This design comes from an exercise in tuning for small area, a short achievable clock period and few clock cycles per item on the open sky130 flow, not from production work. No run shown here included a check of the RTL's function; only the layout flow was run.

[design/flow/run.sh]
#!/bin/bash
# synth_recipe.tcl (not shown) runs the flow's synth.tcl, then flattens the netlist and writes it again
# the make line also repeats each setting of config.mk as NAME=value (left out here)
make -C /OpenROAD-flow-scripts/flow DESIGN_CONFIG=/design/flow/config.mk WORK_HOME=/design/flow/orfs CLKGATE_MAP_FILE= SYNTH_SCRIPT=/design/flow/synth_recipe.tcl finish
[design/flow/config.mk]
export PLATFORM = sky130hd
export DESIGN_NAME = dct_4x4_core
export DESIGN_NICKNAME = dct_4x4_core
export VERILOG_FILES = /design/flow/design.v
export SDC_FILE = /design/flow/constraint.sdc
export NUM_CORES = 4
export LEC_CHECK = 0
export CAP_MARGIN = 20
export CORE_MARGIN = 2
export CORE_UTILIZATION = 40
export PLACE_DENSITY = 0.6
export SETUP_SLACK_MARGIN = 1.8
export SLEW_MARGIN = 20
[design/flow/constraint.sdc]
create_clock -name core_clock -period 5.0 [get_ports {clk}]
set_input_delay 1.0000 -clock core_clock [delete_from_list [all_inputs] [get_ports {clk}]]
set_output_delay 1.0000 -clock core_clock [all_outputs]
set_load 0.01 [all_outputs]
[design/flow/design.v]
`timescale 1ns / 1ps
module valid_ready_FF #(
    parameter DATA_WIDTH = 128
)
(
    input clk,
    input reset,
    input                   i_valid,
    output                  i_ready,
    input  [DATA_WIDTH-1:0] i_data,
    output reg                  o_valid,
    input                       o_ready,
    output reg [DATA_WIDTH-1:0] o_data
);
    assign i_ready = o_ready | ~o_valid;
    always @(posedge clk) begin
        if(reset) begin
            o_valid <= 1'b0;
            o_data  <= 'd0;
        end
        else if(i_ready) begin
            o_valid <= i_valid;
            o_data  <= i_data;
        end
    end
endmodule
`timescale 1ns / 1ps
`timescale 1ns / 1ps
module dct_4x4_core (
    input          clk,
    input          reset,
    input          i_valid,
    output         i_ready,
    input  [255:0] i_data,
    output         o_valid,
    input          o_ready,
    output [255:0] o_data
);
    reg  [3:1] v;
    wire en = o_ready | ~v[3];
    assign i_ready = en;
    assign o_valid = v[3];
    always @(posedge clk) begin
        if (reset)
            v <= 3'd0;
        else if (en)
            v <= {v[2:1], i_valid};
    end
    wire signed [8:0] x00 = {1'b0, i_data[240 +: 8]};
    wire signed [8:0] x01 = {1'b0, i_data[224 +: 8]};
    wire signed [8:0] x02 = {1'b0, i_data[208 +: 8]};
    wire signed [8:0] x03 = {1'b0, i_data[192 +: 8]};
    wire signed [8:0] x10 = {1'b0, i_data[176 +: 8]};
    wire signed [8:0] x11 = {1'b0, i_data[160 +: 8]};
    wire signed [8:0] x12 = {1'b0, i_data[144 +: 8]};
    wire signed [8:0] x13 = {1'b0, i_data[128 +: 8]};
    wire signed [8:0] x20 = {1'b0, i_data[112 +: 8]};
    wire signed [8:0] x21 = {1'b0, i_data[96 +: 8]};
    wire signed [8:0] x22 = {1'b0, i_data[80 +: 8]};
    wire signed [8:0] x23 = {1'b0, i_data[64 +: 8]};
    wire signed [8:0] x30 = {1'b0, i_data[48 +: 8]};
    wire signed [8:0] x31 = {1'b0, i_data[32 +: 8]};
    wire signed [8:0] x32 = {1'b0, i_data[16 +: 8]};
    wire signed [8:0] x33 = {1'b0, i_data[0 +: 8]};
    wire signed [9:0] s03_0 = x00 + x30;
    wire signed [9:0] s12_0 = x10 + x20;
    wire signed [8:0] d03_0 = x00 - x30;
    wire signed [8:0] d12_0 = x10 - x20;
    wire signed [9:0] s03_1 = x01 + x31;
    wire signed [9:0] s12_1 = x11 + x21;
    wire signed [8:0] d03_1 = x01 - x31;
    wire signed [8:0] d12_1 = x11 - x21;
    wire signed [9:0] s03_2 = x02 + x32;
    wire signed [9:0] s12_2 = x12 + x22;
    wire signed [8:0] d03_2 = x02 - x32;
    wire signed [8:0] d12_2 = x12 - x22;
    wire signed [9:0] s03_3 = x03 + x33;
    wire signed [9:0] s12_3 = x13 + x23;
    wire signed [8:0] d03_3 = x03 - x33;
    wire signed [8:0] d12_3 = x13 - x23;
    wire signed [10:0] r00 = s03_0 + s12_0;
    wire signed [9:0] r20 = s03_0 - s12_0;
    wire signed [10:0] r10 = (d03_0 <<< 1) + d12_0;
    wire signed [10:0] r30 = d03_0 - (d12_0 <<< 1);
    wire signed [10:0] r01 = s03_1 + s12_1;
    wire signed [9:0] r21 = s03_1 - s12_1;
    wire signed [10:0] r11 = (d03_1 <<< 1) + d12_1;
    wire signed [10:0] r31 = d03_1 - (d12_1 <<< 1);
    wire signed [10:0] r02 = s03_2 + s12_2;
    wire signed [9:0] r22 = s03_2 - s12_2;
    wire signed [10:0] r12 = (d03_2 <<< 1) + d12_2;
    wire signed [10:0] r32 = d03_2 - (d12_2 <<< 1);
    wire signed [10:0] r03 = s03_3 + s12_3;
    wire signed [9:0] r23 = s03_3 - s12_3;
    wire signed [10:0] r13 = (d03_3 <<< 1) + d12_3;
    wire signed [10:0] r33 = d03_3 - (d12_3 <<< 1);
    reg [9:0] r00_q;
    always @(posedge clk) if (en) r00_q <= r00[9:0];
    wire signed [10:0] r00_r = {1'b0, r00_q};
    reg signed [9:0] r20_q;
    always @(posedge clk) if (en) r20_q <= r20;
    wire signed [9:0] r20_r = r20_q;
    reg signed [10:0] r10_q;
    always @(posedge clk) if (en) r10_q <= r10;
    wire signed [10:0] r10_r = r10_q;
    reg signed [10:0] r30_q;
    always @(posedge clk) if (en) r30_q <= r30;
    wire signed [10:0] r30_r = r30_q;
    reg [9:0] r01_q;
    always @(posedge clk) if (en) r01_q <= r01[9:0];
    wire signed [10:0] r01_r = {1'b0, r01_q};
    reg signed [9:0] r21_q;
    always @(posedge clk) if (en) r21_q <= r21;
    wire signed [9:0] r21_r = r21_q;
    reg signed [10:0] r11_q;
    always @(posedge clk) if (en) r11_q <= r11;
    wire signed [10:0] r11_r = r11_q;
    reg signed [10:0] r31_q;
    always @(posedge clk) if (en) r31_q <= r31;
    wire signed [10:0] r31_r = r31_q;
    reg [9:0] r02_q;
    always @(posedge clk) if (en) r02_q <= r02[9:0];
    wire signed [10:0] r02_r = {1'b0, r02_q};
    reg signed [9:0] r22_q;
    always @(posedge clk) if (en) r22_q <= r22;
    wire signed [9:0] r22_r = r22_q;
    reg signed [10:0] r12_q;
    always @(posedge clk) if (en) r12_q <= r12;
    wire signed [10:0] r12_r = r12_q;
    reg signed [10:0] r32_q;
    always @(posedge clk) if (en) r32_q <= r32;
    wire signed [10:0] r32_r = r32_q;
    reg [9:0] r03_q;
    always @(posedge clk) if (en) r03_q <= r03[9:0];
    wire signed [10:0] r03_r = {1'b0, r03_q};
    reg signed [9:0] r23_q;
    always @(posedge clk) if (en) r23_q <= r23;
    wire signed [9:0] r23_r = r23_q;
    reg signed [10:0] r13_q;
    always @(posedge clk) if (en) r13_q <= r13;
    wire signed [10:0] r13_r = r13_q;
    reg signed [10:0] r33_q;
    always @(posedge clk) if (en) r33_q <= r33;
    wire signed [10:0] r33_r = r33_q;
    wire signed [11:0] S03_0 = r00_r + r03_r;
    wire signed [11:0] S12_0 = r01_r + r02_r;
    wire signed [10:0] D03_0 = r00_r - r03_r;
    wire signed [10:0] D12_0 = r01_r - r02_r;
    wire signed [11:0] S03_1 = r10_r + r13_r;
    wire signed [11:0] S12_1 = r11_r + r12_r;
    wire signed [11:0] D03_1 = r10_r - r13_r;
    wire signed [11:0] D12_1 = r11_r - r12_r;
    wire signed [10:0] S03_2 = r20_r + r23_r;
    wire signed [10:0] S12_2 = r21_r + r22_r;
    wire signed [10:0] D03_2 = r20_r - r23_r;
    wire signed [10:0] D12_2 = r21_r - r22_r;
    wire signed [11:0] S03_3 = r30_r + r33_r;
    wire signed [11:0] S12_3 = r31_r + r32_r;
    wire signed [11:0] D03_3 = r30_r - r33_r;
    wire signed [11:0] D12_3 = r31_r - r32_r;
    wire signed [12:0] z00 = S03_0 + S12_0;
    wire signed [11:0] z02 = S03_0 - S12_0;
    wire signed [12:0] z01 = (D03_0 <<< 1) + D12_0;
    wire signed [12:0] z03 = D03_0 - (D12_0 <<< 1);
    wire signed [12:0] z10 = S03_1 + S12_1;
    wire signed [12:0] z12 = S03_1 - S12_1;
    wire signed [13:0] z11 = (D03_1 <<< 1) + D12_1;
    wire signed [13:0] z13 = D03_1 - (D12_1 <<< 1);
    wire signed [11:0] z20 = S03_2 + S12_2;
    wire signed [11:0] z22 = S03_2 - S12_2;
    wire signed [12:0] z21 = (D03_2 <<< 1) + D12_2;
    wire signed [12:0] z23 = D03_2 - (D12_2 <<< 1);
    wire signed [12:0] z30 = S03_3 + S12_3;
    wire signed [12:0] z32 = S03_3 - S12_3;
    wire signed [13:0] z31 = (D03_3 <<< 1) + D12_3;
    wire signed [13:0] z33 = D03_3 - (D12_3 <<< 1);
    reg [11:0] z00_q;
    always @(posedge clk) if (en) z00_q <= z00[11:0];
    wire signed [12:0] z00_r = {1'b0, z00_q};
    reg signed [11:0] z02_q;
    always @(posedge clk) if (en) z02_q <= z02;
    wire signed [11:0] z02_r = z02_q;
    reg signed [12:0] z01_q;
    always @(posedge clk) if (en) z01_q <= z01;
    wire signed [12:0] z01_r = z01_q;
    reg signed [12:0] z03_q;
    always @(posedge clk) if (en) z03_q <= z03;
    wire signed [12:0] z03_r = z03_q;
    reg signed [12:0] z10_q;
    always @(posedge clk) if (en) z10_q <= z10;
    wire signed [12:0] z10_r = z10_q;
    reg signed [12:0] z12_q;
    always @(posedge clk) if (en) z12_q <= z12;
    wire signed [12:0] z12_r = z12_q;
    reg signed [13:0] z11_q;
    always @(posedge clk) if (en) z11_q <= z11;
    wire signed [13:0] z11_r = z11_q;
    reg signed [13:0] z13_q;
    always @(posedge clk) if (en) z13_q <= z13;
    wire signed [13:0] z13_r = z13_q;
    reg signed [11:0] z20_q;
    always @(posedge clk) if (en) z20_q <= z20;
    wire signed [11:0] z20_r = z20_q;
    reg signed [11:0] z22_q;
    always @(posedge clk) if (en) z22_q <= z22;
    wire signed [11:0] z22_r = z22_q;
    reg signed [12:0] z21_q;
    always @(posedge clk) if (en) z21_q <= z21;
    wire signed [12:0] z21_r = z21_q;
    reg signed [12:0] z23_q;
    always @(posedge clk) if (en) z23_q <= z23;
    wire signed [12:0] z23_r = z23_q;
    reg signed [12:0] z30_q;
    always @(posedge clk) if (en) z30_q <= z30;
    wire signed [12:0] z30_r = z30_q;
    reg signed [12:0] z32_q;
    always @(posedge clk) if (en) z32_q <= z32;
    wire signed [12:0] z32_r = z32_q;
    reg signed [13:0] z31_q;
    always @(posedge clk) if (en) z31_q <= z31;
    wire signed [13:0] z31_r = z31_q;
    reg signed [13:0] z33_q;
    always @(posedge clk) if (en) z33_q <= z33;
    wire signed [13:0] z33_r = z33_q;
    wire signed [15:0] y00 = z00_r <<< 2;
    wire signed [15:0] y01_t = (z01_r <<< 2) + z01_r;
    wire signed [14:0] y01 = y01_t >>> 1;
    wire signed [14:0] y02 = z02_r <<< 2;
    wire signed [15:0] y03_t = (z03_r <<< 2) + z03_r;
    wire signed [14:0] y03 = y03_t >>> 1;
    wire signed [15:0] y10_t = (z10_r <<< 2) + z10_r;
    wire signed [14:0] y10 = y10_t >>> 1;
    wire signed [15:0] y11_t = (z11_r <<< 1) + z11_r;
    wire signed [14:0] y11 = y11_t >>> 1;
    wire signed [15:0] y12_t = (z12_r <<< 2) + z12_r;
    wire signed [14:0] y12 = y12_t >>> 1;
    wire signed [15:0] y13_t = (z13_r <<< 1) + z13_r;
    wire signed [14:0] y13 = y13_t >>> 1;
    wire signed [14:0] y20 = z20_r <<< 2;
    wire signed [15:0] y21_t = (z21_r <<< 2) + z21_r;
    wire signed [14:0] y21 = y21_t >>> 1;
    wire signed [14:0] y22 = z22_r <<< 2;
    wire signed [15:0] y23_t = (z23_r <<< 2) + z23_r;
    wire signed [14:0] y23 = y23_t >>> 1;
    wire signed [15:0] y30_t = (z30_r <<< 2) + z30_r;
    wire signed [14:0] y30 = y30_t >>> 1;
    wire signed [15:0] y31_t = (z31_r <<< 1) + z31_r;
    wire signed [14:0] y31 = y31_t >>> 1;
    wire signed [15:0] y32_t = (z32_r <<< 2) + z32_r;
    wire signed [14:0] y32 = y32_t >>> 1;
    wire signed [15:0] y33_t = (z33_r <<< 1) + z33_r;
    wire signed [14:0] y33 = y33_t >>> 1;
    reg [13:0] y00_q;
    always @(posedge clk) if (en) y00_q <= y00[13:0];
    wire signed [14:0] y00_r = {1'b0, y00_q};
    reg signed [13:0] y01_q;
    always @(posedge clk) if (en) y01_q <= y01;
    wire signed [13:0] y01_r = y01_q;
    reg signed [13:0] y02_q;
    always @(posedge clk) if (en) y02_q <= y02;
    wire signed [13:0] y02_r = y02_q;
    reg signed [13:0] y03_q;
    always @(posedge clk) if (en) y03_q <= y03;
    wire signed [13:0] y03_r = y03_q;
    reg signed [13:0] y10_q;
    always @(posedge clk) if (en) y10_q <= y10;
    wire signed [13:0] y10_r = y10_q;
    reg signed [13:0] y11_q;
    always @(posedge clk) if (en) y11_q <= y11;
    wire signed [13:0] y11_r = y11_q;
    reg signed [13:0] y12_q;
    always @(posedge clk) if (en) y12_q <= y12;
    wire signed [13:0] y12_r = y12_q;
    reg signed [13:0] y13_q;
    always @(posedge clk) if (en) y13_q <= y13;
    wire signed [13:0] y13_r = y13_q;
    reg signed [13:0] y20_q;
    always @(posedge clk) if (en) y20_q <= y20;
    wire signed [13:0] y20_r = y20_q;
    reg signed [13:0] y21_q;
    always @(posedge clk) if (en) y21_q <= y21;
    wire signed [13:0] y21_r = y21_q;
    reg signed [13:0] y22_q;
    always @(posedge clk) if (en) y22_q <= y22;
    wire signed [13:0] y22_r = y22_q;
    reg signed [13:0] y23_q;
    always @(posedge clk) if (en) y23_q <= y23;
    wire signed [13:0] y23_r = y23_q;
    reg signed [13:0] y30_q;
    always @(posedge clk) if (en) y30_q <= y30;
    wire signed [13:0] y30_r = y30_q;
    reg signed [13:0] y31_q;
    always @(posedge clk) if (en) y31_q <= y31;
    wire signed [13:0] y31_r = y31_q;
    reg signed [13:0] y32_q;
    always @(posedge clk) if (en) y32_q <= y32;
    wire signed [13:0] y32_r = y32_q;
    reg signed [13:0] y33_q;
    always @(posedge clk) if (en) y33_q <= y33;
    wire signed [13:0] y33_r = y33_q;
    assign o_data[240 +: 16] = y00_r;
    assign o_data[224 +: 16] = y01_r;
    assign o_data[208 +: 16] = y02_r;
    assign o_data[192 +: 16] = y03_r;
    assign o_data[176 +: 16] = y10_r;
    assign o_data[160 +: 16] = y11_r;
    assign o_data[144 +: 16] = y12_r;
    assign o_data[128 +: 16] = y13_r;
    assign o_data[112 +: 16] = y20_r;
    assign o_data[96 +: 16] = y21_r;
    assign o_data[80 +: 16] = y22_r;
    assign o_data[64 +: 16] = y23_r;
    assign o_data[48 +: 16] = y30_r;
    assign o_data[32 +: 16] = y31_r;
    assign o_data[16 +: 16] = y32_r;
    assign o_data[0 +: 16] = y33_r;
endmodule
==> results by group, run 1 <==
Floorplan
  • DIE AREA: 122400 sq um
  • Die Width: 349.9 um
  • Area of the core: 118400 sq um
  • FP Rows: 126
  • Floorplan die height: 349.9 um
  • Number of I/O pins: 518
  • Effective utilization at floorplan: 40.42%

Clocking
  • Total number of clock tree sinks: 581
  • Clock tree root driver cell: sky130_fd_sc_hd__clkbuf_16
  • Worst-path clk slew: 0.06 ns
  • Number of CTS-inserted buffers: 69
  • Worst-skew pair later-pin latency: 0.65 ns
  • TritonCTS clock tree: built
  • CTS max path bufs: 3
  • Total number of H-tree levels: 3
  • Number of buffers added to fix hold violations after cts: 0

Final layout
  • Most common cell after layout, fill and taps aside: sky130_fd_sc_hd__inv_1
  • Filler Cells Inserted: 10050
  • Final core area utilization: 54.92%
  • Final cell area excluding filler cells: 65020 sq um
  • Layout net count: 6578
  • Growth of design area from synthesis to finish: 35.87%
  • Commonest cells after routing, fill and taps aside: sky130_fd_sc_hd__inv_1 (587), sky130_fd_sc_hd__edfxtp_1 (578), sky130_fd_sc_hd__ha_1 (565)
  • Layout cell share with drive strength beyond 1: 27.87%

Yosys
  • Per-instance average area after synthesis: 10.13 sq um
  • Predominant post-synthesis flop cell: sky130_fd_sc_hd__edfxtp_1
  • Synth Register Bits: 581
  • Number of distinct library cells after synthesis: 93
  • Cell Area, Synth: 47850 sq um
  • Yosys Warn Count: 1
  • Cell count after synthesis: 4722
  • Fraction of synthesis flops using an asynchronous set or reset pin: 0%
  • Number of enable flip-flop cells after synthesis: 578
  • Sequential area share after synthesis: 36.40%

GRT
  • Maximum number of pins on one net before global-route repair: 166
  • Initial antenna violation count: 23
  • Leftover overflow at the end of global routing: 0
  • First-pass GRT wire length: 187800 um
  • Vias in the first global route: 34720
  • Combined global-route utilization of all metal layers: 19.63%

Status
  • Run status: no timing/DRC/antenna violations

Setup path
  • Worst path required time: 5.38 ns
  • Count of cells along the worst register-to-register path: 15
  • Reg2Reg Setup Slack: 1.16 ns
  • Setup CP Type: reg -> reg
  • Reg-to-Reg Start: r31_q[1]
  • Cell-by-cell listing of the critical path: ha_1 -> nor2b_1 -> o21a_1 -> nor2_1 -> xnor2_1 -> inv_1 -> ha_4 -> nand2_1 -> a31oi_1 -> o21a_1 -> o21ai_2 -> or3_1 -> a32oi_2 -> mux2i_1 -> xnor2_1
  • Capturing point of the worst reg2reg path: z33_q[12]
  • Worst path slowest cell: sky130_fd_sc_hd__edfxtp_1
  • Maximum single-stage delay on the critical path: 0.50 ns
  • Top fanout value on the critical path: 4
  • Arrival time at the worst endpoint: 4.23 ns
  • Nature of the critical path endpoint: flop
  • Startpoint type of the worst setup path: flop

Route
  • Wirelength per Cell: 17.89 um
  • Antenna Violating Nets Remaining: 0
  • Detailed-route vias per instance: 5.025
  • Vias after detailed routing: 35860
  • Routed wire length: 127700 um
  • Number of remaining DRC errors: 0
  • Drt pass-1 iters: 5
  • Iteration-0 DRC Markers: 1723

Job
  • Max-capacitance violation count: 0

STA
  • Setup Viol. Count Final: 0
  • Final-report max-slew violation count: 0
  • Pin slew with the least headroom to its limit: 1.069 ns
  • Final Hold Fails: 0
  • Clock period minus worst slack: 3.842 ns
  • Achievable frequency: 260.3 MHz
  • Tcrit/Tclk final: 76.85%
  • Setup repair after global routing missed its margin: true
  • Max_slew headroom: 28.73%
  • Layout Skew: 0.02931 ns

Hold path
  • Worst min-delay path class: reg -> reg
  • Cell depth of the worst min-delay path: 0
  • Min-Delay Endpoint: y22_q[8]
  • Min-Delay Startpoint: z22_q[6]

Placed design
  • Cell area after placement: 54090 sq um
  • Final weighted congestion in routability-driven placement: 0.8675
  • Final HPWL DP: 95160 um
  • IO buf count: 379
==> logic make-up (layout without fill, tap and decap cells) <==
| group | count (synthesis) | count (layout) | share of synthesized area (%) |
|---|---|---|---|
| buf+inv | 777 | 1579 | 6.529 |
| other cells | 1 | 14 | 0.007836 |
| xor+xnor | 549 | 549 | 10.13 |
| flops | 581 | 581 | 36.40 |
| fa+ha+maj | 836 | 836 | 23.05 |
| simple gates | 886 | 886 | 8.683 |
| mux | 16 | 16 | 0.3530 |
| compound gates | 1076 | 1076 | 14.85 |
==> synth_stat cells, types with 10 or more instances <==
library cell	instances	area share [%]
sky130_fd_sc_hd__a21boi_0	47	0.74
sky130_fd_sc_hd__a211oi_1	10	0.16
sky130_fd_sc_hd__nor2_1	377	3.0
sky130_fd_sc_hd__xnor2_1	380	7.0
sky130_fd_sc_hd__nor4_1	11	0.14
sky130_fd_sc_hd__and3_1	27	0.35
sky130_fd_sc_hd__mux2i_1	12	0.25
sky130_fd_sc_hd__a31oi_1	20	0.26
sky130_fd_sc_hd__o31a_1	13	0.24
sky130_fd_sc_hd__nand2_1	139	1.1
sky130_fd_sc_hd__a21o_1	107	1.7
sky130_fd_sc_hd__fa_1	76	3.2
sky130_fd_sc_hd__xor2_1	166	3.0
sky130_fd_sc_hd__nand3b_1	10	0.16
sky130_fd_sc_hd__o2111ai_1	21	0.38
sky130_fd_sc_hd__o21bai_1	171	2.7
sky130_fd_sc_hd__nand2b_1	60	0.78
sky130_fd_sc_hd__nor3_1	74	0.77
sky130_fd_sc_hd__inv_1	679	5.3
sky130_fd_sc_hd__nor2b_1	86	1.1
sky130_fd_sc_hd__o41a_1	11	0.26
sky130_fd_sc_hd__clkbuf_1	42	0.33
sky130_fd_sc_hd__or2_2	16	0.21
sky130_fd_sc_hd__a21oi_1	346	3.6
sky130_fd_sc_hd__o21ai_0	157	1.6
sky130_fd_sc_hd__or3_1	17	0.22
sky130_fd_sc_hd__o211ai_1	16	0.25
sky130_fd_sc_hd__edfxtp_1	578	36
sky130_fd_sc_hd__o21a_1	51	0.80
sky130_fd_sc_hd__nand3_1	43	0.45
sky130_fd_sc_hd__ha_1	760	20
sky130_fd_sc_hd__buf_4	45	0.71
==> area by class of cell <==
type                       count  area [sq um]  share of cell area [%]
multi-input combinational   3373         33570                   51.63
sequential                   581         17420                   26.79
timing repair buffer         775          7128                   10.96
inverter                     682          2679                   4.120
tap                         1600          2002                   3.079
clock buffer                  81          1793                   2.758
clock inverter                41         417.9                  0.6427
antenna                        4         10.01                 0.01539
==> stage by stage <==
step	worst slack [ns]	setup TNS, ns	std cells	hold WS (ns)
after floorplan	-0.9855	-315.05	4731	0.4003
after global placement	0.5250	0	6622	0.4037
after detailed placement	0.4771	0	6622	0.4045
after CTS	1.286	0	6995	0.4174
after global routing	1.018	0	7133	0.4215
final	1.158	0	7137	0.4167
==> metal layers <==
layer  wire (um)  part of all wire (%)  global-route usage [%]  up-vias
met5         172                  0.13                       0        -
met4        2377                   1.9                   4.240       28
met3        7823                   6.1                   4.327      168
met2       57570                    45                   30.75      703
met1       59750                    47                   27.70    17180
li1            -                     -                       -    17790
==> critical path, delay by kind of cell, from the launching register on <==
kind | cells | cell delay, ns
compound gates | 5 | 0.93
xor+xnor | 2 | 0.40
fa+ha+maj | 2 | 0.66
buf+inv | 1 | 0.14
flops | 1 | 0.50
mux | 1 | 0.24
simple gates | 4 | 0.71
==> worst max path at each step <==
stage / start / cells after the start / endpoint
floorplan: o_ready / 1 / i_ready
global placement: i_data[17] / 14 / r22_q[7]
detailed placement: i_data[97] / 14 / r11_q[10]
global route: r31_q[1] / 15 / z33_q[12]
CTS: r00_q[0] / 18 / z03_q[12]
finish: r31_q[1] / 15 / z33_q[12]
==> repair_timing <==
action	4_1_cts	5_1_grt
endpoints found under the setup margin	172	159
resized for setup	731	619
endpoints found under the hold margin	0	0
pin swaps	285	351
buffers inserted	251	138
==> run 2: changes to the inputs <==
--- a/design/flow/design.v
+++ b/design/flow/design.v
@@ -36,15 +36,15 @@
     input          o_ready,
     output [255:0] o_data
 );
-    reg  [3:1] v;
-    wire en = o_ready | ~v[3];
+    reg  [2:1] v;
+    wire en = o_ready | ~v[2];
     assign i_ready = en;
-    assign o_valid = v[3];
+    assign o_valid = v[2];
     always @(posedge clk) begin
         if (reset)
-            v <= 3'd0;
+            v <= 2'd0;
         else if (en)
-            v <= {v[2:1], i_valid};
+            v <= {v[1:1], i_valid};
     end
     wire signed [8:0] x00 = {1'b0, i_data[240 +: 8]};
     wire signed [8:0] x01 = {1'b0, i_data[224 +: 8]};
@@ -174,81 +174,33 @@
     wire signed [12:0] z32 = S03_3 - S12_3;
     wire signed [13:0] z31 = (D03_3 <<< 1) + D12_3;
     wire signed [13:0] z33 = D03_3 - (D12_3 <<< 1);
-    reg [11:0] z00_q;
-    always @(posedge clk) if (en) z00_q <= z00[11:0];
-    wire signed [12:0] z00_r = {1'b0, z00_q};
-    reg signed [11:0] z02_q;
-    always @(posedge clk) if (en) z02_q <= z02;
-    wire signed [11:0] z02_r = z02_q;
-    reg signed [12:0] z01_q;
-    always @(posedge clk) if (en) z01_q <= z01;
-    wire signed [12:0] z01_r = z01_q;
-    reg signed [12:0] z03_q;
-    always @(posedge clk) if (en) z03_q <= z03;
-    wire signed [12:0] z03_r = z03_q;
-    reg signed [12:0] z10_q;
-    always @(posedge clk) if (en) z10_q <= z10;
-    wire signed [12:0] z10_r = z10_q;
-    reg signed [12:0] z12_q;
-    always @(posedge clk) if (en) z12_q <= z12;
-    wire signed [12:0] z12_r = z12_q;
-    reg signed [13:0] z11_q;
-    always @(posedge clk) if (en) z11_q <= z11;
-    wire signed [13:0] z11_r = z11_q;
-    reg signed [13:0] z13_q;
-    always @(posedge clk) if (en) z13_q <= z13;
-    wire signed [13:0] z13_r = z13_q;
-    reg signed [11:0] z20_q;
-    always @(posedge clk) if (en) z20_q <= z20;
-    wire signed [11:0] z20_r = z20_q;
-    reg signed [11:0] z22_q;
-    always @(posedge clk) if (en) z22_q <= z22;
-    wire signed [11:0] z22_r = z22_q;
-    reg signed [12:0] z21_q;
-    always @(posedge clk) if (en) z21_q <= z21;
-    wire signed [12:0] z21_r = z21_q;
-    reg signed [12:0] z23_q;
-    always @(posedge clk) if (en) z23_q <= z23;
-    wire signed [12:0] z23_r = z23_q;
-    reg signed [12:0] z30_q;
-    always @(posedge clk) if (en) z30_q <= z30;
-    wire signed [12:0] z30_r = z30_q;
-    reg signed [12:0] z32_q;
-    always @(posedge clk) if (en) z32_q <= z32;
-    wire signed [12:0] z32_r = z32_q;
-    reg signed [13:0] z31_q;
-    always @(posedge clk) if (en) z31_q <= z31;
-    wire signed [13:0] z31_r = z31_q;
-    reg signed [13:0] z33_q;
-    always @(posedge clk) if (en) z33_q <= z33;
-    wire signed [13:0] z33_r = z33_q;
-    wire signed [15:0] y00 = z00_r <<< 2;
-    wire signed [15:0] y01_t = (z01_r <<< 2) + z01_r;
+    wire signed [15:0] y00 = z00 <<< 2;
+    wire signed [15:0] y01_t = (z01 <<< 2) + z01;
     wire signed [14:0] y01 = y01_t >>> 1;
-    wire signed [14:0] y02 = z02_r <<< 2;
-    wire signed [15:0] y03_t = (z03_r <<< 2) + z03_r;
+    wire signed [14:0] y02 = z02 <<< 2;
+    wire signed [15:0] y03_t = (z03 <<< 2) + z03;
     wire signed [14:0] y03 = y03_t >>> 1;
-    wire signed [15:0] y10_t = (z10_r <<< 2) + z10_r;
+    wire signed [15:0] y10_t = (z10 <<< 2) + z10;
     wire signed [14:0] y10 = y10_t >>> 1;
-    wire signed [15:0] y11_t = (z11_r <<< 1) + z11_r;
+    wire signed [15:0] y11_t = (z11 <<< 1) + z11;
     wire signed [14:0] y11 = y11_t >>> 1;
-    wire signed [15:0] y12_t = (z12_r <<< 2) + z12_r;
+    wire signed [15:0] y12_t = (z12 <<< 2) + z12;
     wire signed [14:0] y12 = y12_t >>> 1;
-    wire signed [15:0] y13_t = (z13_r <<< 1) + z13_r;
+    wire signed [15:0] y13_t = (z13 <<< 1) + z13;
     wire signed [14:0] y13 = y13_t >>> 1;
-    wire signed [14:0] y20 = z20_r <<< 2;
-    wire signed [15:0] y21_t = (z21_r <<< 2) + z21_r;
+    wire signed [14:0] y20 = z20 <<< 2;
+    wire signed [15:0] y21_t = (z21 <<< 2) + z21;
     wire signed [14:0] y21 = y21_t >>> 1;
-    wire signed [14:0] y22 = z22_r <<< 2;
-    wire signed [15:0] y23_t = (z23_r <<< 2) + z23_r;
+    wire signed [14:0] y22 = z22 <<< 2;
+    wire signed [15:0] y23_t = (z23 <<< 2) + z23;
     wire signed [14:0] y23 = y23_t >>> 1;
-    wire signed [15:0] y30_t = (z30_r <<< 2) + z30_r;
+    wire signed [15:0] y30_t = (z30 <<< 2) + z30;
     wire signed [14:0] y30 = y30_t >>> 1;
-    wire signed [15:0] y31_t = (z31_r <<< 1) + z31_r;
+    wire signed [15:0] y31_t = (z31 <<< 1) + z31;
     wire signed [14:0] y31 = y31_t >>> 1;
-    wire signed [15:0] y32_t = (z32_r <<< 2) + z32_r;
+    wire signed [15:0] y32_t = (z32 <<< 2) + z32;
     wire signed [14:0] y32 = y32_t >>> 1;
-    wire signed [15:0] y33_t = (z33_r <<< 1) + z33_r;
+    wire signed [15:0] y33_t = (z33 <<< 1) + z33;
     wire signed [14:0] y33 = y33_t >>> 1;
     reg [13:0] y00_q;
     always @(posedge clk) if (en) y00_q <= y00[13:0];
--- a/design/flow/config.mk
+++ b/design/flow/config.mk
@@ -9,5 +9,5 @@
 export CORE_MARGIN = 2
 export CORE_UTILIZATION = 40
 export PLACE_DENSITY = 0.6
-export SETUP_SLACK_MARGIN = 1.8
+export SETUP_SLACK_MARGIN = 0.8
 export SLEW_MARGIN = 20
==> run 2 against run 1 <==
Still clean on timing, DRC and antenna; fmax is 19% lower; clock skew is 0.013 ns lower; first-iteration DRC count is 22% lower; final area is 15% lower; final cell count is 9.3% lower; global-route usage is 0.67 points higher; synthesized cell count is 7.9% lower; critical path type unchanged; highest routed layer unchanged.
==> results by group, run 2 <==
Status
  • Run status: no timing/DRC/antenna violations

Yosys
  • Sequential area share after synthesis: 27.69%
  • Adder and majority gate portion of the synthesized area: 26.63%
  • Predominant post-synthesis flop cell: sky130_fd_sc_hd__edfxtp_1
  • Share of the synthesized area in the top cell type: 27.59%
  • Multiplexer share of the synthesized area: 0.3933%
  • Ranking of synthesized cells by instance count: sky130_fd_sc_hd__ha_1 (747), sky130_fd_sc_hd__inv_1 (631), sky130_fd_sc_hd__a21oi_1 (412), sky130_fd_sc_hd__xnor2_1 (405), sky130_fd_sc_hd__nor2_1 (378)
  • Biggest area contributors in the synthesized netlist: sky130_fd_sc_hd__edfxtp_1 (28%), sky130_fd_sc_hd__ha_1 (23%), sky130_fd_sc_hd__xnor2_1 (8.6%), sky130_fd_sc_hd__inv_1 (5.8%), sky130_fd_sc_hd__a21oi_1 (5.0%)
  • Cell Area, Synth: 41030 sq um
  • Number of distinct library cells after synthesis: 78
  • Yosys Warn Count: 1
  • Dominant cell by count in the synthesized netlist: sky130_fd_sc_hd__ha_1
  • Cell count after synthesis: 4350
  • Synth Register Bits: 379
  • Parity-gate share of the synthesized area counting xor and xnor cells: 13.98%
  • Compound-Gate Fraction of Synth Area: 16.73%
  • Top cell type by total area after synthesis: sky130_fd_sc_hd__edfxtp_1
  • Synthesized-area fraction occupied by and/or/nand/nor cells: 7.425%
  • Fraction of synthesis flops using an asynchronous set or reset pin: 0%
  • Number of enable flip-flop cells after synthesis: 377
  • Per-instance average area after synthesis: 9.433 sq um
  • Main combinational cell family by area after synthesis: adder cells

GRT
  • Initial antenna violation count: 32
  • Leftover overflow at the end of global routing: 0
  • Combined global-route utilization of all metal layers: 20.30%
  • First-pass GRT wire length: 166700 um
  • Maximum number of pins on one net before global-route repair: 135
  • Vias in the first global route: 31020

Clocking
  • Worst-path clk slew: 0.06 ns
  • CTS max path bufs: 3
  • Clock tree root driver cell: sky130_fd_sc_hd__clkbuf_16
  • Total number of clock tree sinks: 379
  • TritonCTS clock tree: built
  • Number of CTS-inserted buffers: 46
  • Number of buffers added to fix hold violations after cts: 0
  • Total number of H-tree levels: 2
  • Worst-skew pair later-pin latency: 0.61 ns

Route
  • Drt pass-1 iters: 5
  • Total length of routed met2 wires: 51410 um
  • Met1 layer wirelength in the final routing: 51990 um
  • Wirelength per Cell: 17.42 um
  • Metal3 WL: 7167 um
  • Routed wire length: 112800 um
  • Iteration-0 DRC Markers: 1345
  • Detailed-route vias per instance: 4.926
  • Highest Signal Layer: met5
  • Number of remaining DRC errors: 0
  • Vias after detailed routing: 31900
  • Antenna Violating Nets Remaining: 0

Setup path
  • Maximum single-stage delay on the critical path: 0.40 ns
  • Cell-by-cell listing of the critical path: inv_2 -> ha_4 -> inv_2 -> fa_2 -> a21o_1 -> a21oi_4 -> buf_6 -> xnor2_4 -> ha_4 -> buf_6 -> a21oi_4 -> nor2b_1 -> o21a_1 -> o211ai_1 -> nor2b_4 -> xnor2_2 -> ha_1 -> inv_2 -> o21bai_4 -> a21o_1 -> a21oi_4 -> buf_4 -> nor3b_1 -> a221o_1
  • Startpoint type of the worst setup path: flop
  • Top fanout value on the critical path: 4
  • Nature of the critical path endpoint: flop
  • Worst path buffer plus inverter count: 6
  • Setup CP Type: reg -> reg
  • Worst path slowest cell: sky130_fd_sc_hd__edfxtp_1
  • Arrival time at the worst endpoint: 5.08 ns
  • Worst path required time: 5.34 ns
  • Cell type group with the largest total delay on the critical path: compound AO/OA/AOI/OAI gates

Final layout
  • Layout cell share with drive strength beyond 1: 23.34%
  • Commonest cells after routing, fill and taps aside: sky130_fd_sc_hd__ha_1 (614), sky130_fd_sc_hd__inv_1 (572), sky130_fd_sc_hd__clkdlybuf4s50_1 (379)
  • Final non-filler cell total: 6475
  • Layout net count: 6151
  • Final core area utilization: 54.60%
  • Growth of design area from synthesis to finish: 35.37%
  • Most common cell after layout, fill and taps aside: sky130_fd_sc_hd__ha_1

STA
  • Final Worst Setup Slack: 0.2595 ns
  • Achievable frequency: 210.9 MHz
  • Layout Skew: 0.01667 ns
  • Setup repair after global routing missed its margin: true
  • Tcrit/Tclk final: 94.81%
  • Pin slew with the least headroom to its limit: 0.9449 ns
  • Aggregate negative setup slack: 0 ns
  • Clock period minus worst slack: 4.741 ns
  • Max_slew headroom: 37.01%
  • Setup Viol. Count Final: 0
  • Final-report max-slew violation count: 0
  • Final Hold Fails: 0

Placed design
  • Final HPWL DP: 88420 um
  • Final weighted congestion in routability-driven placement: 0.9071
  • IO buf count: 379
  • Placement Setup Slack: 0.1605 ns
  • Dpl cells: 6066

Floorplan
  • Die Width: 324.3 um
  • FP Rows: 117
  • Area of the core: 101700 sq um
  • Floorplan die height: 324.3 um
  • DIE AREA: 105200 sq um
  • Effective utilization at floorplan: 40.33%
  • Number of I/O pins: 518

Hold path
  • Worst min-delay path class: reg -> reg

Job
  • Max-capacitance violation count: 0
==> run 2: changes by cell type in the layout (fill, tap and decap cells not counted), sizes merged, moves of 45 or more <==
cell           change
inv               -45
nand2             -71
xor2              +68
edfxtp           -201
clkdlybuf4s50     +65
o21bai            +60
a21oi             +67
==> run 2: metrics by stage <==
stage	hold slack, ns	instance area, sq um
6_report	0.4440	55550
3_3_place_gp	0.4365	47350
3_5_place_dp	0.4355	47350
5_1_grt	0.4891	55540
2_1_floorplan	0.4188	41970
4_1_cts	0.4481	53020
==> run 2: logic make-up after synthesis <==
logic type,Yosys count
and+or+nand+nor,676
adders and majority gates,829
DFF,379
muxes,15
other,1
xor gates and xnor gates,646
AOI/OAI and AO/OA,1070
buffers and inverters,734
==> run 2: tightest hold or removal path: stages (launching register included) <==
cell                      delay [ns]
sky130_fd_sc_hd__dfxtp_1        0.30
sky130_fd_sc_hd__inv_1          0.05
sky130_fd_sc_hd__a21oi_1        0.05
==> run 2: path summary, 6_finish.rpt <==
path / slack, ns / start / end / cells past startpoint
worst max-delay path: 0.26 / r01_q[0] / y01_q[13] / 24
worst min-delay path: 0.44 / v[1] / v[2] / 2
worst max register to register: 0.26 / r01_q[0] / y01_q[13] / 24
worst min register to register: 0.44 / v[1] / v[2] / 2
==> run 2: cell type report <==
class / instances / area (sq um)
multi-input cells: 3246 / 31710
well taps: 1368 / 1712
clock inverters: 24 / 265.3
repair buffers: 760 / 6883
fillers: 8892 / 46190
clock buffers: 58 / 1217
flip-flops and latches: 379 / 11360
inverters: 635 / 2391
diodes: 5 / 12.51
==> run 2: repair_timing <==
action,4_1_cts,5_1_grt
endpoints found under the setup margin,58,70
gates cloned,0,0
pin swaps,320,310
setup buffers,229,93
gates resized for setup,444,308
==> run 2: metal layers <==
metal,up-vias,global-route usage [%]
li1,16160,-
met1,15020,28.23
met2,563,32.84
met3,138,3.953
met4,22,3.868
met5,-,0
==> run 3: changes to the inputs <==
==> design/flow/flow/run.sh (new file) <==
#!/bin/bash
# Layout flow: the standard ORFS flow (standard.sh), with two synthesis
# changes so that ABC maps the whole datapath for a delay target:
#  - Yosys's full/half-adder extraction is skipped (ADDER_MAP_FILE empty);
#  - ABC runs flow/abc_speed.script (delay-targeted map) in place of ORFS's
#    abc_speed.script, through a copy of ORFS's scripts folder that differs
#    only in that file.
# Synthesis is otherwise synth_recipe.tcl unchanged (same registers and names);
# floorplan to final layout is standard.sh unchanged.
set -euo pipefail
S="$PWD/scripts_abc"
rm -rf "$S"
cp -r "$FLOW_HOME/scripts" "$S"
cp flow/abc_speed.script "$S/abc_speed.script"
bash standard.sh SCRIPTS_DIR="$S" ADDER_MAP_FILE= synth > synth.log 2>&1
bash standard.sh > layout.log 2>&1
==> design/flow/flow/abc_speed.script (new file) <==
strash
dch
map -D 2500
topo
buffer -c
upsize -c -D 2500
dnsize -c -D 2500
==> design/flow/standard.sh (new file) <==
#!/bin/bash
# synth_recipe.tcl (not shown) runs the flow's synth.tcl, then flattens the netlist and writes it again
# the make line also repeats each setting of config.mk as NAME=value (left out here)
make -C /OpenROAD-flow-scripts/flow DESIGN_CONFIG=/design/flow/config.mk WORK_HOME=/design/flow/orfs CLKGATE_MAP_FILE= SYNTH_SCRIPT=/design/flow/synth_recipe.tcl "${@:-finish}"
--- a/design/flow/config.mk
+++ b/design/flow/config.mk
@@ -9,5 +9,5 @@
 export CORE_MARGIN = 2
 export CORE_UTILIZATION = 40
 export PLACE_DENSITY = 0.6
-export SETUP_SLACK_MARGIN = 0.8
+export SETUP_SLACK_MARGIN = 1.2
 export SLEW_MARGIN = 20
removed: design/flow/run.sh
==> run 3 against run 2 <==
Final area down 3.1%; sequential cell count stayed put; fmax increased by 23%; critical endpoint is now y10_q[12]; largest cell class unchanged.
==> results by group, run 3 <==
Placed design
  • Final HPWL DP: 94830 um
  • Final weighted congestion in routability-driven placement: 0.9108
  • Cell area after placement: 43450 sq um
  • Dpl cells: 7543
  • IO buf count: 379
  • Placement Setup Slack: 0.2642 ns

GRT
  • Leftover overflow at the end of global routing: 0
  • Combined global-route utilization of all metal layers: 22.91%
  • Vias in the first global route: 34110
  • Maximum number of pins on one net before global-route repair: 153
  • First-pass GRT wire length: 178000 um
  • Initial antenna violation count: 24

Setup path
  • Nature of the critical path endpoint: flop
  • Setup CP Type: reg -> reg
  • Worst path required time: 5.39 ns
  • Reg2Reg Setup Slack: 1.14 ns
  • Arrival time at the worst endpoint: 4.25 ns
  • Capturing point of the worst reg2reg path: y10_q[12]
  • Top fanout value on the critical path: 4
  • Count of cells along the worst register-to-register path: 22
  • Reg-to-Reg Start: r13_q[1]
  • Startpoint type of the worst setup path: flop

Floorplan
  • Number of I/O pins: 518
  • Die Width: 313.2 um
  • FP Rows: 113
  • Floorplan die height: 313.2 um
  • DIE AREA: 98110 sq um
  • Area of the core: 94870 sq um
  • Effective utilization at floorplan: 40.32%

Route
  • Antenna Violating Nets Remaining: 0
  • Number of remaining DRC errors: 0
  • Iteration-0 DRC Markers: 2368
  • Drt pass-1 iters: 6
  • Vias after detailed routing: 39260
  • Detailed-route vias per instance: 4.938
  • Wirelength per Cell: 15.68 um
  • Routed wire length: 124600 um

STA
  • Final-report max-slew violation count: 0
  • Achievable frequency: 258.8 MHz
  • Aggregate negative setup slack: 0 ns
  • Setup repair after global routing missed its margin: true
  • Max_slew headroom: 30.24%
  • Fin Hold WS: 0.4577 ns
  • Clock period minus worst slack: 3.863 ns
  • Tcrit/Tclk final: 77.27%
  • Pin slew with the least headroom to its limit: 1.046 ns
  • Layout Skew: 0.02921 ns
  • Final Hold Fails: 0
  • Setup Viol. Count Final: 0
  • Final Worst Setup Slack: 1.137 ns

Clocking
  • Worst-path clk slew: 0.06 ns
  • Clock tree root driver cell: sky130_fd_sc_hd__clkbuf_16
  • Number of CTS-inserted buffers: 47
  • CTS max path bufs: 3
  • Number of buffers added to fix hold violations after cts: 0
  • Worst-skew pair later-pin latency: 0.65 ns
  • TritonCTS clock tree: built
  • Total number of H-tree levels: 2
  • Total number of clock tree sinks: 379

Hold path
  • Worst min-delay path class: reg -> reg
  • Min-Delay Endpoint: v[2]
  • Cell depth of the worst min-delay path: 2
  • Min-Delay Startpoint: v[1]

Yosys
  • Main combinational cell family by area after synthesis: simple AND/OR/NAND/NOR gates
  • Per-instance average area after synthesis: 6.457 sq um
  • Fraction of synthesis flops using an asynchronous set or reset pin: 0%
  • Number of distinct library cells after synthesis: 88
  • Parity-gate share of the synthesized area counting xor and xnor cells: 11.33%
  • Biggest area contributors in the synthesized netlist: sky130_fd_sc_hd__edfxtp_1 (30%), sky130_fd_sc_hd__nand2_1 (17%), sky130_fd_sc_hd__nor2_1 (10%), sky130_fd_sc_hd__inv_1 (8.8%), sky130_fd_sc_hd__xor2_1 (8.1%)
  • Predominant post-synthesis flop cell: sky130_fd_sc_hd__edfxtp_1
  • Share of the synthesized area in the top cell type: 29.60%
  • Synthesized-area fraction occupied by and/or/nand/nor cells: 34.92%
  • Adder and majority gate portion of the synthesized area: 0.6869%
  • Sequential area share after synthesis: 29.70%
  • Yosys Warn Count: 1
  • Multiplexer share of the synthesized area: 0%
  • Ranking of synthesized cells by instance count: sky130_fd_sc_hd__nand2_1 (1731), sky130_fd_sc_hd__nor2_1 (1035), sky130_fd_sc_hd__inv_1 (900), sky130_fd_sc_hd__edfxtp_1 (377), sky130_fd_sc_hd__xor2_1 (353)
  • Number of enable flip-flop cells after synthesis: 377
  • Cell Area, Synth: 38250 sq um
  • Compound-Gate Fraction of Synth Area: 13.39%
  • Top cell type by total area after synthesis: sky130_fd_sc_hd__edfxtp_1
  • Synth Register Bits: 379
  • Cell count after synthesis: 5924
  • Dominant cell by count in the synthesized netlist: sky130_fd_sc_hd__nand2_1

Job
  • Max-capacitance violation count: 0

Final layout
  • Layout net count: 6895
  • Final non-filler cell total: 7950
  • Most common cell after layout, fill and taps aside: sky130_fd_sc_hd__nand2_1
  • Growth of design area from synthesis to finish: 40.71%
  • Layout cell share with drive strength beyond 1: 28.70%
  • Final cell area excluding filler cells: 53820 sq um
  • Final core area utilization: 56.73%
  • Commonest cells after routing, fill and taps aside: sky130_fd_sc_hd__nand2_1 (1375), sky130_fd_sc_hd__inv_1 (823), sky130_fd_sc_hd__nor2_1 (729)

Status
  • Run status: no timing/DRC/antenna violations
==> run 3: cells by family after synthesis <==
logic type | after synthesis
and+or+nand+nor | 3267
buffers and inverters | 970
AOI/OAI and AO/OA | 796
xor gates and xnor gates | 485
DFF | 379
adders and majority gates | 26
other | 1
==> run 3: critical path, cell delays in order (launching register included) <==
cell and delay, ns:
sky130_fd_sc_hd__edfxtp_1 0.54, sky130_fd_sc_hd__nand2_2 0.15, sky130_fd_sc_hd__buf_4 0.14, sky130_fd_sc_hd__buf_4 0.13, sky130_fd_sc_hd__nand2_4 0.06, sky130_fd_sc_hd__a31o_4 0.26
sky130_fd_sc_hd__a21o_1 0.20, sky130_fd_sc_hd__nand2_1 0.11, sky130_fd_sc_hd__nand2_4 0.09, sky130_fd_sc_hd__inv_2 0.08, sky130_fd_sc_hd__nand2_1 0.07, sky130_fd_sc_hd__nand2_2 0.13
sky130_fd_sc_hd__o21ai_1 0.10, sky130_fd_sc_hd__a31oi_2 0.23, sky130_fd_sc_hd__buf_4 0.19, sky130_fd_sc_hd__xor2_4 0.20, sky130_fd_sc_hd__nor2_1 0.11, sky130_fd_sc_hd__nor2_4 0.13
sky130_fd_sc_hd__nand2_2 0.09, sky130_fd_sc_hd__a31oi_4 0.22, sky130_fd_sc_hd__nand4_1 0.17, sky130_fd_sc_hd__o211ai_2 0.10, sky130_fd_sc_hd__xor2_1 0.08
==> run 3: repair_timing <==
action	CTS	global route
gates resized for setup	222	1511
setup buffers	46	262
pin swaps	54	477
setup endpoints to repair	87	141
cloned	0	0
==> run 3: cell type report <==
class	instances	area [sq um]
Fill cell	8827	41050
Multi-Input combinational cell	4584	29400
Sequential cell	379	11360
Timing Repair Buffer	702	6390
Inverter	921	3483
Tap cell	1265	1583
Clock buffer	51	1212
Clock inverter	35	360.3
Antenna cell	13	32.53
==> run 3: worst max-delay path by stage <==
stage / depth (start not counted) / startpoint / end / slack [ns]
2_1_floorplan: 2 / o_ready / r00_q[0] / -2.20
3_3_place_gp: 23 / i_data[129] / r03_q[9] / 0.36
3_5_place_dp: 22 / i_data[208] / r02_q[9] / 0.26
4_1_cts: 22 / r31_q[4] / y30_q[12] / 1.14
5_1_grt: 23 / r32_q[1] / y31_q[11] / 0.92
6_report: 22 / r13_q[1] / y10_q[12] / 1.14
==> run 3: metal layers <==
metal | GRT usage, % | up-vias | share of wire (%)
met5 | 0 | - | 0.046
met4 | 6.264 | 10 | 2.2
met3 | 4.254 | 154 | 6.6
met2 | 35.95 | 879 | 46
met1 | 32.22 | 18130 | 45
li1 | - | 20080 | -
==> run 4: changes to the inputs <==
--- a/design/flow/config.mk
+++ b/design/flow/config.mk
@@ -9,5 +9,4 @@
 export CORE_MARGIN = 2
 export CORE_UTILIZATION = 40
 export PLACE_DENSITY = 0.6
-export SETUP_SLACK_MARGIN = 1.2
 export SLEW_MARGIN = 20
==> run 4 against run 3 <==
Via count shrank 6.4%; utilization shrank 9.3 points; first-iteration DRC count grew 5.2%; global-route usage shrank 0.41 points; critical path type unchanged; largest cell class unchanged.
==> results by group, run 4 <==
Status
  • Run status: no timing/DRC/antenna violations

Yosys
  • Synth Register Bits: 379
  • Compound-Gate Fraction of Synth Area: 13.39%
  • Yosys Warn Count: 1
  • Sequential area share after synthesis: 29.70%
  • Biggest area contributors in the synthesized netlist: sky130_fd_sc_hd__edfxtp_1 (30%), sky130_fd_sc_hd__nand2_1 (17%), sky130_fd_sc_hd__nor2_1 (10%), sky130_fd_sc_hd__inv_1 (8.8%), sky130_fd_sc_hd__xor2_1 (8.1%)
  • Main combinational cell family by area after synthesis: simple AND/OR/NAND/NOR gates
  • Multiplexer share of the synthesized area: 0%
  • Dominant cell by count in the synthesized netlist: sky130_fd_sc_hd__nand2_1
  • Top cell type by total area after synthesis: sky130_fd_sc_hd__edfxtp_1
  • Fraction of synthesis flops using an asynchronous set or reset pin: 0%
  • Synthesized-area fraction occupied by and/or/nand/nor cells: 34.92%
  • Number of enable flip-flop cells after synthesis: 377
  • Share of the synthesized area in the top cell type: 29.60%
  • Adder and majority gate portion of the synthesized area: 0.6869%
  • Ranking of synthesized cells by instance count: sky130_fd_sc_hd__nand2_1 (1731), sky130_fd_sc_hd__nor2_1 (1035), sky130_fd_sc_hd__inv_1 (900), sky130_fd_sc_hd__edfxtp_1 (377), sky130_fd_sc_hd__xor2_1 (353)
  • Parity-gate share of the synthesized area counting xor and xnor cells: 11.33%
  • Predominant post-synthesis flop cell: sky130_fd_sc_hd__edfxtp_1
  • Cell count after synthesis: 5924
  • Cell Area, Synth: 38250 sq um
  • Per-instance average area after synthesis: 6.457 sq um
  • Number of distinct library cells after synthesis: 88

Route
  • Drt pass-1 iters: 6
  • Iteration-0 DRC Markers: 2491
  • Wirelength per Cell: 14.82 um
  • Antenna Violating Nets Remaining: 0
  • Number of remaining DRC errors: 0
  • Routed wire length: 113100 um
  • Vias after detailed routing: 36750
  • Detailed-route vias per instance: 4.813

Clocking
  • Total number of clock tree sinks: 379
  • Total number of H-tree levels: 2
  • Worst-skew pair later-pin latency: 0.66 ns
  • CTS max path bufs: 3
  • Worst-path clk slew: 0.07 ns
  • TritonCTS clock tree: built
  • Post-CTS Resized: 0
  • Clock tree root driver cell: sky130_fd_sc_hd__clkbuf_16
  • Number of buffers added to fix hold violations after cts: 0
  • Number of setup buffers added after CTS: 0
  • Number of CTS-inserted buffers: 47

Floorplan
  • Number of I/O pins: 518
  • DIE AREA: 98110 sq um
  • Die Width: 313.2 um
  • Area of the core: 94870 sq um
  • Effective utilization at floorplan: 40.32%
  • FP Rows: 113
  • Floorplan die height: 313.2 um

Setup path
  • Worst path slowest cell: sky130_fd_sc_hd__o21ai_0
  • Cell-by-cell listing of the critical path: inv_1 -> nor2_1 -> nand3_1 -> nand2_1 -> a21oi_1 -> nor2_1 -> nor2_1 -> o21ai_0 -> o21bai_1 -> o21ai_0 -> a21oi_1 -> or2_2 -> nand3_1 -> nand2_1 -> nand2_1 -> o21ai_2 -> maj3_2 -> maj3_1
  • Maximum single-stage delay on the critical path: 0.53 ns
  • Setup CP Type: reg -> reg
  • Nature of the critical path endpoint: flop
  • Top fanout value on the critical path: 3
  • Arrival time at the worst endpoint: 4.66 ns
  • Worst path required time: 5.40 ns
  • Startpoint type of the worst setup path: flop

STA
  • Final Hold Fails: 0
  • Max_slew headroom: 31.45%
  • Setup Viol. Count Final: 0
  • Tcrit/Tclk final: 85.15%
  • Clock period minus worst slack: 4.258 ns
  • Final-report max-slew violation count: 0
  • Fin Hold WS: 0.4613 ns
  • Setup repair after global routing missed its margin: false
  • Final Worst Setup Slack: 0.7424 ns
  • Layout Skew: 0.03168 ns
  • Pin slew with the least headroom to its limit: 1.017 ns
  • Achievable frequency: 234.9 MHz

GRT
  • Combined global-route utilization of all metal layers: 22.50%
  • Vias in the first global route: 33580
  • First-pass GRT wire length: 175500 um
  • Initial antenna violation count: 25
  • Maximum number of pins on one net before global-route repair: 154
  • Leftover overflow at the end of global routing: 0

Placed design
  • Final HPWL DP: 94670 um
  • IO buf count: 379
  • Final weighted congestion in routability-driven placement: 0.9335
  • Cell area after placement: 43450 sq um
  • Placement Setup Slack: 0.2612 ns

Final layout
  • Combined area of the multi-input logic cells: 23120 sq um
  • Final core area utilization: 47.47%
  • Layout cell share with drive strength beyond 1: 6.226%
  • Growth of design area from synthesis to finish: 17.74%
  • Final cell area excluding filler cells: 45030 sq um
  • Most common cell after layout, fill and taps aside: sky130_fd_sc_hd__nand2_1
  • Filler Cells Inserted: 9674
  • Commonest cells after routing, fill and taps aside: sky130_fd_sc_hd__nand2_1 (1731), sky130_fd_sc_hd__nor2_1 (1034), sky130_fd_sc_hd__inv_1 (899)
  • Reg area: 11360 sq um
  • Layout net count: 6584

Job
  • Max-capacitance violation count: 0

Hold path
  • Worst min-delay path class: reg -> reg
[run 4: cell counts after synthesis]
No cell type changed its count.
[run 4: worst paths after layout]
check             startpoint   endpoint  slack [ns]  cells past startpoint
setup reg to reg    r01_q[0]  y00_q[13]        0.74                     18
hold reg to reg         v[1]       v[2]        0.46                      2
setup / recovery    r01_q[0]  y00_q[13]        0.74                     18
hold / removal          v[1]       v[2]        0.46                      2
[run 4: critical path: cells and delay by family (launching register included)]
kind,cells,cell delay [ns]
AND/OR/NAND/NOR,9,1.41
AO/OA/AOI/OAI,6,1.40
adder cells (fa/ha/maj),2,0.66
flip-flops,1,0.45
buffers and inverters,1,0.11
[run 4: cells by family (layout without fill, tap and decap cells)]
family,Yosys count,in the layout
compound gates,796,796
xor+xnor,485,485
fa+ha+maj,26,26
buf+inv,970,1397
flops,379,379
other cells,1,20
simple gates,3267,3267
[run 4: area by class of cell]
type / count / area share [%]
Multi-Input combinational cell: 4584 / 51.33
Antenna cell: 10 / 0.05557
Sequential cell: 379 / 25.23
Clock buffer: 49 / 2.628
Inverter: 921 / 7.691
Tap cell: 1265 / 3.515
Clock inverter: 36 / 0.8419
Timing Repair Buffer: 391 / 8.707
[run 4: metrics by stage]
stage                     instances  setup TNS, ns
after floorplan                5933        -832.89
after global placement         7540              0
after detailed placement       7540              0
after CTS                      7625              0
after global routing           7631              0
final                          7635              0
[run 4: routing by layer]
metal / global-route usage, % / share of wire [%]
met5: 0 / 0.081
met2: 34.90 / 42
met3: 3.586 / 7.0
met4: 5.981 / 2.2
met1: 32.40 / 49

[static timing again, ports no longer ideal]
The flow's constraints put no driver on any port. The routed layouts listed below were extracted and timed again, unchanged, in two steps.
Step 1 sets driving cells, clkbuf_16 on the clock port and buf_2 on the other inputs (assumed; they add their load-dependent delay and slew).
Step 2 times the ports against the registers' clock, not the clock port: input delays grow and output delays shrink by t, the midpoint of the rising clock arrivals with the driver on.
a / b / c = ideal ports / drivers / drivers and shift; a / b = the first two.
run	t, ns	slack for setup (ns)	hold WS [ns]	worst register clock-pin slew, ns	pins driven straight from the clock port
run 1	0.697	1.158 / 1.158 / 1.065	0.417 / 0.417 / 0.417	0.07 / 0.07	1
run 2	0.659	0.259 / 0.259 / 0.259	0.444 / 0.444 / 0.444	0.07 / 0.07	1
run 3	0.700	1.137 / 1.137 / 0.682	0.458 / 0.458 / 0.458	0.07 / 0.07	1
run 4	0.687	0.742 / 0.742 / 0.190	0.461 / 0.461 / 0.461	0.08 / 0.08	1
After both steps setup and hold are still met in every run listed. For run 4, which loses most, drivers alone change the setup slack by 0.000 ns; drivers and shift together by -0.552 ns.
